Context: an optimization exercise on an open-source flow, tuned for small area and a short achievable clock period. The choices shown serve that exercise and are no tape-out recipe. Only simulation tests tie the RTL to the original design; equivalence was not proved. The clock port is modelled as an ideal driver; clocking choices that lean on that would not hold on a real chip. Power figures rest on the tool's default switching activity, not on a simulated workload.

==> flow/design.v (outline; a module is shown in full before it is edited, if it fits) <==
// module alu_top: 26 lines
// module ALU: 718 lines
// module ALU_fin: 263 lines
// module ALU_add: 267 lines
module alu_top (clk, A, B, sel, Cin, Y, Zero);
  // ...
==> flow/flow/run.sh <==
#!/bin/bash
# Standard ORFS flow (the standard.sh) with these changes:
#  - netopt.py: after synthesis, two local rewrites of the gate netlist (registers
#    untouched): and2 cells on widely shared signals become nor2 cells on shared
#    inverted copies, and full adders are used in inverted form where that removes
#    inverters between them (a full adder is self-dual)
#  - ports.tcl: port buffers with chosen cells (DONT_BUFFER_PORTS skips ORFS's own call)
#  - skew.tcl: output registers clocked from taps of a delayed clock branch (before CTS)
#  - CTS without latency balancing, so that the branch keeps its delay
# standard.sh writes the full ORFS logs under orfs/logs; console output goes to *.log here.
set -e
F=$PWD/flow
R=$PWD/orfs/results/sky130hd/alu_top/base
source $F/params.sh
ARGS=(DONT_BUFFER_PORTS=1 PRE_GLOBAL_PLACE_TCL=$F/ports.tcl PRE_CTS_TCL=$F/skew.tcl
  "CTS_ARGS=-sink_clustering_enable -repair_clock_nets -no_insertion_delay")
bash standard.sh "${ARGS[@]}" $R/1_2_yosys.v > synth.log 2>&1
if [[ "${FLOW_NETOPT:-1}" == 1 ]]; then
  python3 $F/netopt.py $R/1_2_yosys.v $R/1_2_yosys.flip.v > netopt.log 2>&1
  cp $R/1_2_yosys.v $R/1_2_yosys.orig.v
  mv $R/1_2_yosys.flip.v $R/1_2_yosys.v
fi
bash standard.sh "${ARGS[@]}" finish > standard.log 2>&1
==> flow/flow/netopt.py <==
#!/usr/bin/env python3
"""Remove inverters around full-adder cells in a Yosys gate netlist.

A full adder is self-dual: FA(~a, ~b, ~c) = (~sum, ~cout). Yosys's extract_fa often
maps adders with inverted inputs and outputs, leaving inverters between adder cells.
This picks, for each fa cell, whether to use it in inverted form, so that as few
inverters as possible are needed, then rewrites the netlist: inverters on adder
nets are rebuilt (at most one per signal), everything else is left as it is.
usage: faflip.py in.v out.v
"""
import re, sys, collections, random, os

src = open(sys.argv[1]).read()
# split module body into statements ending with ';'
m = re.search(r'\bmodule\b.*?;\n', src, re.S)
head_end = m.end()
end_idx = src.rindex('endmodule')
body = src[head_end:end_idx]
stmts = [s for s in re.split(r';\s*\n', body) if s.strip()]

INV = re.compile(r'sky130_fd_sc_hd__(clk)?inv_\d+$')
cells = []   # dict(type, name, pins: {pin: net}, text)
other = []
for s in stmts:
    t = s.strip()
    mm = re.match(r'(sky130_fd_sc_hd__\w+)\s+(\S+)\s*\((.*)\)\s*$', t, re.S)
    if mm:
        pins = dict((p, n.strip()) for p, n in re.findall(r'\.(\w+)\(([^()]*)\)', mm.group(3)))
        cells.append(dict(type=mm.group(1), name=mm.group(2), pins=pins))
    else:
        other.append(t)


# Pass 1: and2 cells on signals that feed several and2 cells become nor2 cells on
# inverted copies of those signals (one inverter per signal, shared).
if os.environ.get('NETOPT_AND2', '1') == '1':
    AND2 = re.compile(r'sky130_fd_sc_hd__and2_\d+$')
    BUF = re.compile(r'sky130_fd_sc_hd__(clk)?buf_\d+$')
    bufdrv = {}
    for c in cells:
        if BUF.match(c['type']):
            bufdrv[c['pins']['X']] = c['pins']['A']
    def root(n):
        seen = 0
        while n in bufdrv and seen < 10:
            n = bufdrv[n]; seen += 1
        return n
    use = collections.Counter()
    for c in cells:
        if AND2.match(c['type']):
            c['pins']['A'] = root(c['pins']['A']); c['pins']['B'] = root(c['pins']['B'])
            use[c['pins']['A']] += 1; use[c['pins']['B']] += 1
    inv_have = {}
    for c in cells:
        if INV.match(c['type']):
            inv_have.setdefault(c['pins']['A'], c['pins']['Y'])
    ports_in = set()
    for t in other:
        mm = re.match(r'input\s+(\[\d+:\d+\]\s*)?(\S+)', t)
        if mm: ports_in.add(mm.group(2))
    made = 0; conv = 0
    extra = []
    for c in list(cells):
        if not AND2.match(c['type']):
            continue
        a, b = c['pins']['A'], c['pins']['B']
        if use[a] < 2 or use[b] < 2:
            continue
        for sgl in (a, b):
            if sgl not in inv_have:
                made += 1
                nn = f"_netopt_n{made}_"
                extra.append(dict(type='sky130_fd_sc_hd__inv_1', name=f"_netopt_i{made}_", pins={'A': sgl, 'Y': nn}))
                inv_have[sgl] = nn
        c['type'] = 'sky130_fd_sc_hd__nor2_1'
        c['pins'] = {'A': inv_have[a], 'B': inv_have[b], 'Y': c['pins']['X']}
        conv += 1
    cells.extend(extra)
    # drop buffers left without loads
    while True:
        used = set()
        for c in cells:
            for p, n in c['pins'].items():
                if p not in ('X', 'Y', 'Q', 'SUM', 'COUT', 'Q_N', 'HI', 'LO'):
                    used.add(n)
        for t in other:
            if re.match(r'(assign|output)\b', t):
                for n in re.findall(r'(\\\S+|[A-Za-z_][\w$]*(?:\[\d+\])?)', t):
                    used.add(n)
        dead = [i for i, c in enumerate(cells) if BUF.match(c['type']) and c['pins']['X'] not in used]
        if not dead:
            break
        for i in reversed(dead):
            del cells[i]
    print(f"netopt: {len(cells)} cells after buffer cleanup", file=sys.stderr)
    NEWWIRES = [e['pins']['Y'] for e in extra]
    print(f"netopt: {conv} and2 -> nor2, {made} inverters added", file=sys.stderr)
else:
    NEWWIRES = []

OUTPINS = {'X', 'Y', 'Q', 'SUM', 'COUT', 'Q_N', 'HI', 'LO'}
driver = {}
loads = collections.defaultdict(list)
for i, c in enumerate(cells):
    for p, n in c['pins'].items():
        if p in OUTPINS:
            driver[n] = (i, p)
        else:
            loads[n].append((i, p))
# nets used by assigns/ports are treated as fixed loads
fixed_nets = set()
for t in other:
    if not re.match(r'(assign|input|output)\b', t):
        continue
    for n in re.findall(r'(\\\S+|[A-Za-z_][\w$]*(?:\[\d+\])?)', t):
        fixed_nets.add(n)

def is_inv(i): return bool(INV.match(cells[i]['type']))
def is_fa(i): return cells[i]['type'].startswith('sky130_fd_sc_hd__fa_')

# signals: nets driven by a non-inverter cell output (or undriven = input)
# For each such signal S: level-1 loads (pol 0) and loads through one inverter (pol 1).
inv_of = collections.defaultdict(list)   # S -> inverter cell indices fed by S
for i, c in enumerate(cells):
    if is_inv(i):
        inv_of[c['pins']['A']].append(i)

def src_of(net):
    """signal and polarity that a net carries: through at most one inverter."""
    d = driver.get(net)
    if d is not None and is_inv(d[0]):
        a = cells[d[0]]['pins']['A']
        da = driver.get(a)
        if da is None or not is_inv(da[0]):
            return a, 1
    return net, 0

fa_idx = [i for i in range(len(cells)) if is_fa(i)]
# signals touched by adders
sigs = set()
for i in fa_idx:
    for p in ('A', 'B', 'CIN'):
        sigs.add(src_of(cells[i]['pins'][p])[0])
    for p in ('SUM', 'COUT'):
        sigs.add(cells[i]['pins'][p])

# for each signal: list of (load cell, pin, pol) reached directly or via its inverters;
# a signal is rebuildable if all its inverters have only cell loads (no fixed nets)
info = {}
for S in sigs:
    d = driver.get(S)
    if d is not None and is_inv(d[0]):
        continue
    ok = S not in fixed_nets or True
    ls = [(i, p, 0) for (i, p) in loads[S] if not is_inv(i)]
    invs = []
    for iv in inv_of.get(S, []):
        y = cells[iv]['pins']['Y']
        if y in fixed_nets:
            ok = False
        for (i, p) in loads[y]:
            ls.append((i, p, 1))
        invs.append(iv)
    # direct inverter loads that feed further inverters are fine (they become pol-1 loads)
    info[S] = dict(loads=ls, invs=invs, ok=ok, drv=d)

flip = {i: 0 for i in fa_idx}
def delivered(S):
    d = info[S]['drv']
    if d is not None and d[0] in flip and d[1] in ('SUM', 'COUT'):
        return flip[d[0]]
    return 0
def need(S, l):
    i, p, pol = l
    if i in flip and p in ('A', 'B', 'CIN'):
        return pol ^ flip[i]
    return pol
def cost(S):
    if not info[S]['ok']:
        return 0
    dv = delivered(S)
    return 1 if any(need(S, l) != dv for l in info[S]['loads']) else 0

touch = collections.defaultdict(set)
for S in info:
    d = info[S]['drv']
    if d is not None and d[0] in flip:
        touch[d[0]].add(S)
    for (i, p, pol) in info[S]['loads']:
        if i in flip:
            touch[i].add(S)
total0 = sum(cost(S) for S in info)
random.seed(1)
improved = True
while improved:
    improved = False
    for i in fa_idx:
        before = sum(cost(S) for S in touch[i])
        flip[i] ^= 1
        after = sum(cost(S) for S in touch[i])
        if after < before:
            improved = True
        else:
            flip[i] ^= 1
total1 = sum(cost(S) for S in info)
old_invs = sum(len(info[S]['invs']) for S in info if info[S]['ok'])
print(f"faflip: {sum(flip.values())} of {len(fa_idx)} adders flipped; inverters on adder signals {old_invs} -> {total1} (cost before {total0})", file=sys.stderr)

# rewrite
removed = set()
newcells = []
k = 0
for S, inf in info.items():
    if not inf['ok']:
        continue
    dv = delivered(S)
    for iv in inf['invs']:
        removed.add(iv)
    need_inv = [l for l in inf['loads'] if need(S, l) != dv]
    same = [l for l in inf['loads'] if need(S, l) == dv]
    for (i, p, pol) in same:
        cells[i]['pins'][p] = S
    if need_inv:
        k += 1
        nn = f"_faflip_n{k}_"
        newcells.append(dict(type='sky130_fd_sc_hd__inv_1', name=f"_faflip_i{k}_", pins={'A': S, 'Y': nn}, new=True))
        for (i, p, pol) in need_inv:
            cells[i]['pins'][p] = nn

out = [src[:head_end]]
for k2 in range(1, k + 1):
    out.append(f"  wire _faflip_n{k2}_;\n")
for w in NEWWIRES:
    out.append(f"  wire {w};\n")
for t in other:
    out.append("  " + t + " ;\n")
for i, c in enumerate(cells + newcells):
    if i in removed and i < len(cells):
        continue
    pins = ",\n    ".join(f".{p}({n}{' ' if n.startswith(chr(92)) else ''})" for p, n in c['pins'].items())
    out.append(f" {c['type']} {c['name']} ({pins});\n")
out.append("endmodule\n")
open(sys.argv[2], 'w').write("".join(out))
==> flow/flow/params.sh <==
export FLOW_SKEW_CELLS="sky130_fd_sc_hd__clkdlybuf4s50_1 sky130_fd_sc_hd__clkdlybuf4s50_1 sky130_fd_sc_hd__clkdlybuf4s25_1"
export FLOW_SKEW_GROUPS='{^y_q 3} {^zero_q 3}'
export FLOW_INBUF=sky130_fd_sc_hd__buf_1
export FLOW_OUTBUF=sky130_fd_sc_hd__buf_4
==> flow/flow/ports.tcl <==
# Buffer every input and output port, as the standard flow does, with smaller cells.
buffer_ports -inputs -buffer_cell $::env(FLOW_INBUF)
buffer_ports -outputs -buffer_cell $::env(FLOW_OUTBUF)
==> flow/flow/skew.tcl <==
proc my_insert_skew {cells groups} {
  set block [ord::get_db_block]
  set clknet [$block findNet clk]
  set members [dict create]
  foreach inst [$block getInsts] {
    set n [$inst getName]
    foreach g $groups {
      lassign $g re tap
      if {[regexp $re $n]} {
        if {$tap > 0} { dict lappend members $tap $inst }
        break
      }
    }
  }
  # place the chain at the centroid of all moved registers
  set sx 0; set sy 0; set cnt 0
  dict for {tap insts} $members {
    foreach inst $insts {
      set loc [$inst getLocation]
      set sx [expr {$sx + [lindex $loc 0]}]; set sy [expr {$sy + [lindex $loc 1]}]; incr cnt
    }
  }
  set cx [expr {int($sx / $cnt)}]; set cy [expr {int($sy / $cnt)}]
  set taps [list $clknet]
  set prev $clknet
  set i 0
  foreach dlycell $cells {
    set master [[ord::get_db] findMaster $dlycell]
    set inst [odb::dbInst_create $block $master "skewdly_$i"]
    $inst setLocation $cx $cy
    $inst setPlacementStatus PLACED
    set out [odb::dbNet_create $block "clk_skew_$i"]
    $out setSigType CLOCK
    [$inst findITerm A] connect $prev
    [$inst findITerm X] connect $out
    set prev $out
    lappend taps $out
    incr i
  }
  dict for {tap insts} $members {
    set net [lindex $taps $tap]
    foreach inst $insts {
      set it [$inst findITerm CLK]
      $it disconnect
      $it connect $net
    }
    puts "my_insert_skew: [llength $insts] registers on tap $tap ([$net getName])"
  }
}
my_insert_skew $::env(FLOW_SKEW_CELLS) $::env(FLOW_SKEW_GROUPS)
==> flow/standard.sh <==
#!/bin/bash
# synth_recipe.tcl (not shown) runs the flow's synth.tcl, then flattens the netlist and writes it again
# the make line also repeats each setting of config.mk as NAME=value (left out here)
make -C /OpenROAD-flow-scripts/flow DESIGN_CONFIG=/design/flow/config.mk WORK_HOME=/design/flow/orfs CLKGATE_MAP_FILE= SYNTH_SCRIPT=/design/flow/synth_recipe.tcl "${@:-finish}"
==> flow/config.mk <==
export PLATFORM = sky130hd
export DESIGN_NAME = alu_top
export DESIGN_NICKNAME = alu_top
export VERILOG_FILES = /design/flow/design.v
export SDC_FILE = /design/flow/constraint.sdc
export NUM_CORES = 4
export LEC_CHECK = 0
export CAP_MARGIN = 20
export CORE_MARGIN = 2
export CORE_UTILIZATION = 30
export HOLD_SLACK_MARGIN = 0.1
export PLACE_DENSITY = 0.5
export SETUP_SLACK_MARGIN = 3.0
export SLEW_MARGIN = 20
export SYNTH_HIERARCHICAL = 1
export SYNTH_MINIMUM_KEEP_SIZE = 0
==> flow/constraint.sdc <==
create_clock -name core_clock -period 7.0 [get_ports {clk}]
set_input_delay 1.4000 -clock core_clock [delete_from_list [all_inputs] [get_ports {clk}]]
set_output_delay 1.4000 -clock core_clock [all_outputs]
set_load 0.01 [all_outputs]
==> results.txt, run 1 <==
Comb power frac=0.752; met1 Track Usage GR=0.299; worst reg2reg path endpoint=y_q[30]; drt wl/cell=22.5 µm; top power group=combinational logic; largest class=multi-input combinational cells; Overflow after GRT=0; CP peak stage delay=0.62 ns; sequential share of power=0.120; Fill cells=4261; ratio of cells with drive above 1 in the final layout=0.126; row count=75; run status=complete, no violations; ANT cells=4; post-CTS sizing=31; clock-pin slew on the worst setup and hold paths=0.07 ns; Reg2Reg Depth=14; most used cell, CP=dlygate4sd3_1; Worst Tran Pin Value=0.994 ns; CP Data Required Time=8.95 ns; area grow syn2layout=30.5%; nonclk inv count=122; die height=211 µm; Setup CP Type=reg2reg; All-Layer GR Usage=0.229; vias in the first global route=12275; metal3 WL=4130 µm; post-CTS setup buffer count=24; internal power=3.08 mW; R2R Path Start=b_q[13]; sequential cell area share=0.125; final core occ=0.399
==> run 2: changes to the inputs <==
--- a/flow/flow/netopt.py
+++ b/flow/flow/netopt.py
@@ -193,2 +193,11 @@
 random.seed(1)
+# adders driving a net that an assign statement or a port reads keep their polarity
+frozen = set(i for i in fa_idx if cells[i]['pins']['SUM'] in fixed_nets or cells[i]['pins']['COUT'] in fixed_nets)
+# and so do adders with a pin on a signal that is not rebuilt
+for i in fa_idx:
+    for p in ('A', 'B', 'CIN', 'SUM', 'COUT'):
+        S = src_of(cells[i]['pins'][p])[0] if p in ('A', 'B', 'CIN') else cells[i]['pins'][p]
+        if S not in info or not info[S]['ok']:
+            frozen.add(i)
+print(f"faflip: {len(frozen)} adders frozen (outputs used by assigns/ports)", file=sys.stderr)
 improved = True
@@ -197,2 +206,4 @@
     for i in fa_idx:
+        if i in frozen:
+            continue
         before = sum(cost(S) for S in touch[i])
==> results.txt, run 2 <==
worst reg2reg path endpoint=y_q[27]; most frequent cells in the layout=200 x dlygate4sd3_1, 195 x nor2_1, 191 x fa_1; Core ar.=0.0428 mm²; Worst-Skew Late Latency=2.01 ns; PortBufs=102; worst hold path class=reg2reg; Final #Nets=2001; hold_sp=sel_q[3]; Clock power frac=0.127; routability congestion estimate=0.901; R2R Path Start=a_q[11]; Max transition margin=0.298; CP endpoint kind=register; endpoints failing hold=0; final instance area=0.0170 mm²; Setup CP Type=reg2reg; run status=complete, no violations; I/O Pins=103; Worst Tran Pin Value=1.05 ns (+0.0574 ns); Overflow after GRT=0 (unchanged); Clock Skews=1.64 ns; Reg2Reg Depth=15 (+1); highest net fanout along the worst path=11; internal power=3.07 mW (-0.20%); Slew Limit Fails=0; sequential share of power=0.122 (+0.002); max-cap check violation count=0; P_sw=3.05 mW; DIE AREA=0.0447 mm²; initial DRC count=985; vias per cell=5.42; worst vdd ir=0.309 mV; Starting Density=0.302; Syn Inst Count=1417; first-pass GRT wire length=77400 µm; vias in the first global route=12555 (+2.3%); unrepaired setup endpoints after global routing=yes; Lkg Pwr=7.51 nW; largest net degree at the start of global routing=32; row count=76 (+1.3%); Finish-stage setup viols=0; DRC violation count after routing=0; All-Layer GR Usage=0.237 (+0.00805); Crit path arrival time=5.85 ns; Detail Route Antenna Nets=0; final cycle utilization of the critical path=0.567; clock-pin slew on the worst setup and hold paths=0.06 ns (about the same); Regs by FF count=a_q (32), b_q (32), y_q (32); first-pass detailed-route iteration total=6; CTS tree=done; most common cell after layout, fill and taps aside=dlygate4sd3_1; pwr/cell area=360 mW/mm²; Total Wirelength=51200 µm; Switching Share=0.499; Critical Path Start Type=register; fmax=252 MHz; post-DP HPWL=36200 µm; routed vias=11983; die height=211 µm (about the same); area grow syn2layout=31.6%; CP Data Required Time=8.88 ns (-0.07 ns); placed cell area=0.0136 mm²; Tmin final=3.97 ns; setup TNS=0 ns; ratio of cells with drive above 1 in the final layout=0.152 (+0.0254); hold endpoint=y_q[22]; Synth Warn #=8; Chip Width=211 µm; Avg Cell Area, Syn=9.11 µm²; Comb power frac=0.751 (about the same); cell area after synthesis=0.0129 mm²; hold path depth=4; drt wl/cell=23.2 µm (+3.1%); initial antenna violation count=8; R2R Setup Slk=3.03 ns
-- run 2: changes by cell type in the layout (fill, tap and decap cells not counted), moves of 3 or more --
cell | before | now
buf_12 | 4 | 1
inv_4 | 8 | 5
dfxtp_4 | 13 | 18
buf_4 | 59 | 87
dlygate4sd3_1 | 209 | 200
inv_6 | 1 | 6
dfxtp_1 | 81 | 75
clkinvlp_4 | 15 | 20
-- run 2: worst max-delay path: stages (launching register included) --
cell        delay (ns)
dfxtp_1           0.31
buf_4             0.21
clkinvlp_4        0.32
nor2_1            0.23
fa_1              0.47
fa_1              0.56
fa_1              0.45
fa_1              0.57
fa_1              0.45
ha_4              0.25
and2_4            0.17
a221o_2           0.44
a21o_4            0.29
a221oi_2          0.30
a211oi_1          0.12
a311o_1           0.33
-- run 2: timing repair --
item,CTS,global route
cloned,0,1
hold endpoints to repair,33,1
endpoints found under the setup margin,14,17
setup buffers,43,31
hold buffers,200,2
gates resized for setup,43,49
pin swaps,2,18
-- run 2: power by group through the flow --
stage | Clock, mW | Sequential [mW] | Combinational [mW]
after floorplan | 0 | 0.727 | 3.05
after global placement | 0 | 0.775 | 4.07
after detailed placement | 0 | 0.772 | 4.11
after CTS | 0.814 | 0.748 | 4.37
after global routing | 0.825 | 0.755 | 5.04
final | 0.779 | 0.746 | 4.60
-- run 2: worst max path at each step --
stage / start / end / slack (ns) / depth (start not counted)
after floorplan: a_q[4] / y_q[27] / 1.79 / 15
after global placement: a_q[6] / y_q[27] / 0.94 / 15
after detailed placement: a_q[6] / y_q[27] / 0.90 / 15
after CTS: b_q[2] / y_q[27] / 2.96 / 15
after global routing: b_q[13] / y_q[27] / 2.96 / 15
final: a_q[11] / y_q[27] / 3.03 / 15
-- run 2: area by class of cell, clock buffers not listed --
class	instances	area (µm²)
Multi-Input combinational cell	1113	10400
Sequential cell	102	2120
Fill cell	4278	25800
Tap cell	546	683
Buffer	3	30.0
Antenna cell	5	12.5
Inverter	125	577
Timing Repair inverter	1	5.00
Timing Repair Buffer	291	2710
Clock inverter	7	51.3
-- run 2: metrics by stage --
step           std cells  power, mW  worst slack [ns]  utilization  hold slack (ns)
3_5_place_dp        1901       4.88             0.905        0.319            0.830
3_3_place_gp        1901       4.85             0.939        0.319            0.818
6_report            2210       6.13              3.03        0.397           0.0880
4_1_cts             2171       5.93              2.96        0.387            0.105
2_1_floorplan       1419       3.77              1.79            -            0.581
5_1_grt             2210       6.62              2.96        0.397            0.111
-- run 2: routing by layer --
metal | up-vias | part of all wire | GRT usage
met1 | 6046 | 0.42 | 0.308
li1 | 5253 | - | -
met3 | 121 | 0.081 | 0.0546
met4 | 2 | 0.040 | 0.108
met5 | - | 0.00016 | 0
met2 | 561 | 0.46 | 0.374

port drivers added, routing unchanged:
No port has a modelled driver above. Below, the same layouts with a new extraction and two added sets of constraints.
Step 1 assumes that a clkbuf_16 drives the clock port and a buf_2 every other input.
Step 2, shift: input delay + t, output delay - t, t = (earliest + latest rising clock arrival at the registers) / 2. This alone moves slack from input paths to output paths.
Three values: ideal, step 1, step 2; two values: the first two.
| run | shift t [ns] | setup WS [ns] | hold slack, ns | latest minus earliest clock arrival (ns) |
|---|---|---|---|---|
| run 1 | 1.245 | 3.081 / 3.076 / 3.081 | 0.044 / 0.044 / 0.044 | 1.681 / 1.681 |
| run 2 | 1.244 | 3.031 / 3.031 / 3.031 | 0.088 / 0.088 / 0.088 | 1.644 / 1.644 |
Clock arrivals are far apart in run 1 and run 2, so t is only a midpoint there and step 2 fits no single register.
